From an optimization exercise on the open Yosys and OpenROAD flow, aimed at small area; shortcuts taken in it are not production practice. Only simulation tests tie the RTL to the original design; equivalence was not proved. Power is estimated from default activity; no workload was simulated.

Design odu_count_gen_fifo, start of the top module:
module odu_count_gen_fifo(
    input           clk,
    input           rst,
    input           enable_chid,
    input           type_chid,
    input           fifo_read_enable,
    output          fifo_empty,
    output [394:0]  fifo_data_out,
    output [383:0]  data_chid,
    output          data_valid_chid
    );
    wire         enable_gen_data;
    wire [13:0]  word;
    wire [3:0]   hdr_row;
    wire         valid;
    wire [1:0]   mfas;
    wire [17:0]  fifo_entry;        
    wire         empty;
    wire         fifo_filled;
    wire [17:0]  fifo_word;         
    odu_count_reg odu_count_reg_instance(
        .clk             (clk),
        .rst             (rst),
        .enable_chid     (enable_chid),
        .chid_type       (type_chid),
        .enable_gen_data (enable_gen_data)
    );
    odu_gen_data odu_gen_data_instance(
        .clk           (clk),
        .rst           (rst),
        .enable        (enable_gen_data),
        .word_out      (word),
        .valid_gen_out (valid),
        .mfas_out      (mfas),
        .hdr_row       (hdr_row)
    );
    fifo_syn_depth8 #(
        .DATA_WIDTH(18),
        .ADDR_WIDTH(1)
        )
    fifo_syn_depth8_instace (
        .clk    (clk),
        .reset  (rst),
        .w_en   (valid),
        .r_en   (fifo_read_enable & ~empty),
        .w_data ({mfas, hdr_row[1:0], word}),
        .empty  (empty),
        .full   (),
        .r_data (fifo_entry),
        .r_filled(fifo_filled)
        );
    assign fifo_word = {fifo_entry[17:16] & {2{fifo_filled}}, fifo_entry[15:14],
                        fifo_entry[13:8] & {6{fifo_filled}}, fifo_entry[7:0]};
    wire fifo_frame_start, fifo_row_start;
    odu_word_decode data_decode(
        .word        (word),
        .hdr_row     (hdr_row),
        .data        (data_chid),
        .frame_start (),
  ...
For scale: about 13000 um^2 of cells after synthesis.
Settings: LEC_CHECK=0, ABC_AREA=1, CAP_MARGIN=20, CORE_AREA=4 4 276 276, CTS_BUF_LIST=sky130_fd_sc_hd__clkbuf_16, DIE_AREA=0 0 280 280, GPL_TIMING_DRIVEN=0, PLACE_DENSITY=0.6, SETUP_SLACK_MARGIN=0.1, SLEW_MARGIN=20; clock period 6.0 ns.
standard.sh (not shown) runs the stock make flow with config.mk's settings and CLKGATE_MAP_FILE= SYNTH_SCRIPT=/design/flow/synth_recipe.tcl, a recipe that flattens the netlist after the stock synthesis.
==> flow/flow/run.sh <==
#!/bin/bash
# The standard flow with these changes:
#  - after the standard synthesis, the combinational cells are re-mapped for
#    area (remap.sh); the flip-flops are left exactly as synthesis made them;
#  - the port buffers use the smallest buffer cell (sky130_fd_sc_hd__buf_1);
#  - clock tree synthesis inserts no dummy loads;
#  - global placement is not timing driven (GPL_TIMING_DRIVEN 0), and the
#    synthesis buffers it would have removed are removed before it
#    (pre_global_place.tcl).
set -euo pipefail
export PRE_GLOBAL_PLACE_TCL=$(pwd)/flow/pre_global_place.tcl
export BUFFER_PORTS_ARGS="-buffer_cell sky130_fd_sc_hd__buf_1"
export CTS_ARGS="-sink_clustering_enable -repair_clock_nets -buf_list sky130_fd_sc_hd__clkbuf_16 -dont_use_dummy_load"
RES=orfs/results/${FLOW_PLATFORM:-sky130hd}/odu_count_gen_fifo/base
bash standard.sh synth > log_1_standard_synth.txt 2>&1
cp $RES/1_2_yosys.v 1_2_yosys_standard.v
bash flow/remap.sh 1_2_yosys_standard.v 1_2_yosys_remap.v log_2_remap_yosys.txt
cp 1_2_yosys_remap.v $RES/1_2_yosys.v
touch $RES/1_2_yosys.v
bash standard.sh > log_3_standard_finish.txt 2>&1
==> flow/flow/pre_global_place.tcl <==
# remove the buffers synthesis inserted, as global placement does when it is
# timing driven
remove_buffers
Other scripts of this flow, unchanged in this note and not shown: flow/flow/remap.sh
Rerun with:
--- a/flow/config.mk
+++ b/flow/config.mk
@@ -8,9 +8,9 @@
 export ABC_AREA = 1
 export CAP_MARGIN = 20
-export CORE_AREA = 4 4 276 276
+export CORE_AREA = 4 4 266 266
 export CTS_BUF_LIST = sky130_fd_sc_hd__clkbuf_16
-export DIE_AREA = 0 0 280 280
+export DIE_AREA = 0 0 270 270
 export GPL_TIMING_DRIVEN = 0
-export PLACE_DENSITY = 0.6
-export SETUP_SLACK_MARGIN = 0.1
+export PLACE_DENSITY = 0.4
+export SETUP_SLACK_MARGIN = 0.05
 export SLEW_MARGIN = 20
After rerunning:
- worst setup slack loses 0.062 ns
- fmax fell by 1.1%
- via count goes down by 1.7%
- global-route usage is higher by 2.2 points
Rerun with:
--- a/flow/config.mk
+++ b/flow/config.mk
@@ -12,5 +12,5 @@
 export DIE_AREA = 0 0 270 270
 export GPL_TIMING_DRIVEN = 0
-export PLACE_DENSITY = 0.4
+export PLACE_DENSITY = 0.5
 export SETUP_SLACK_MARGIN = 0.05
 export SLEW_MARGIN = 20
After rerunning:
- via count increases by 1.4%
- worst hold slack gets worse by 0.0053 ns
- combinational power fell by about 1%
- non-clock buffer count goes down by 8
- total power falls by about 0.35%
- die area stays the same
- routed wire length drops by about 3.6%
- final cell count barely changes
- clock-buffer cell count stays the same
- synthesized area is unchanged
- core utilization barely changes
Rerun with:
--- a/flow/flow/run.sh
+++ b/flow/flow/run.sh
@@ -4,10 +4,6 @@
 #    area (remap.sh); the flip-flops are left exactly as synthesis made them;
 #  - the port buffers use the smallest buffer cell (sky130_fd_sc_hd__buf_1);
-#  - clock tree synthesis inserts no dummy loads;
-#  - global placement is not timing driven (GPL_TIMING_DRIVEN 0), and the
-#    synthesis buffers it would have removed are removed before it
-#    (pre_global_place.tcl).
+#  - clock tree synthesis inserts no dummy loads.
 set -euo pipefail
-export PRE_GLOBAL_PLACE_TCL=$(pwd)/flow/pre_global_place.tcl
 export BUFFER_PORTS_ARGS="-buffer_cell sky130_fd_sc_hd__buf_1"
 export CTS_ARGS="-sink_clustering_enable -repair_clock_nets -buf_list sky130_fd_sc_hd__clkbuf_16 -dont_use_dummy_load"
--- a/flow/config.mk
+++ b/flow/config.mk
@@ -8,9 +8,8 @@
 export ABC_AREA = 1
 export CAP_MARGIN = 20
-export CORE_AREA = 4 4 266 266
+export CORE_AREA = 4 4 276 276
 export CTS_BUF_LIST = sky130_fd_sc_hd__clkbuf_16
-export DIE_AREA = 0 0 270 270
+export DIE_AREA = 0 0 280 280
 export GPL_TIMING_DRIVEN = 0
-export PLACE_DENSITY = 0.5
-export SETUP_SLACK_MARGIN = 0.05
+export PLACE_DENSITY = 0.6
 export SLEW_MARGIN = 20
removed: flow/flow/pre_global_place.tcl
Clock skew falls by 0.0060 ns.
Core utilization is higher by 0.78 points.
Wire length climbs by 2.6%.
Via count goes up by 3.6%.
Clock power barely changes.
Final area rises by 12%.
Synthesized area stays the same.

## port drivers added, routing unchanged
How much do the figures lean on ideal ports? The routed layouts below were timed once more, with nothing changed but the port constraints. Step 1 (the two cells are an assumption about what drives the block):
set clk [get_ports {clk}]
set_driving_cell -lib_cell sky130_fd_sc_hd__clkbuf_16 $clk
set_driving_cell -lib_cell sky130_fd_sc_hd__buf_2 [delete_from_list [all_inputs] $clk]
Step 2 times the ports against the registers' clock, not the clock port: input delays grow and output delays shrink by t, the midpoint of the rising clock arrivals with the driver on. a / b / c = no drivers / after step 1 / after step 2; a / b = the first two.
| run | t, ns | setup slack, ns | worst setup path at the end | slew at the worst register clock pin (ns) | pins driven straight from the clock port |
|---|---|---|---|---|---|
| the first run | 0.395 | 0.280 / 0.227 / 0.251 | input to register | 0.07 / 0.07 | 1 |
| the second run | 0.390 | 0.218 / 0.171 / 0.275 | input to register | 0.07 / 0.07 | 1 |
| the third run | 0.394 | 0.183 / 0.132 / 0.192 | input to register | 0.08 / 0.08 | 1 |
| the fourth run | 0.394 | 0.220 / 0.169 / 0.123 | input to register | 0.07 / 0.07 | 1 |
After both steps setup and hold are still met in every run listed. For the fourth run, which loses most, drivers alone change the setup slack by -0.051 ns; drivers and shift together by -0.097 ns.
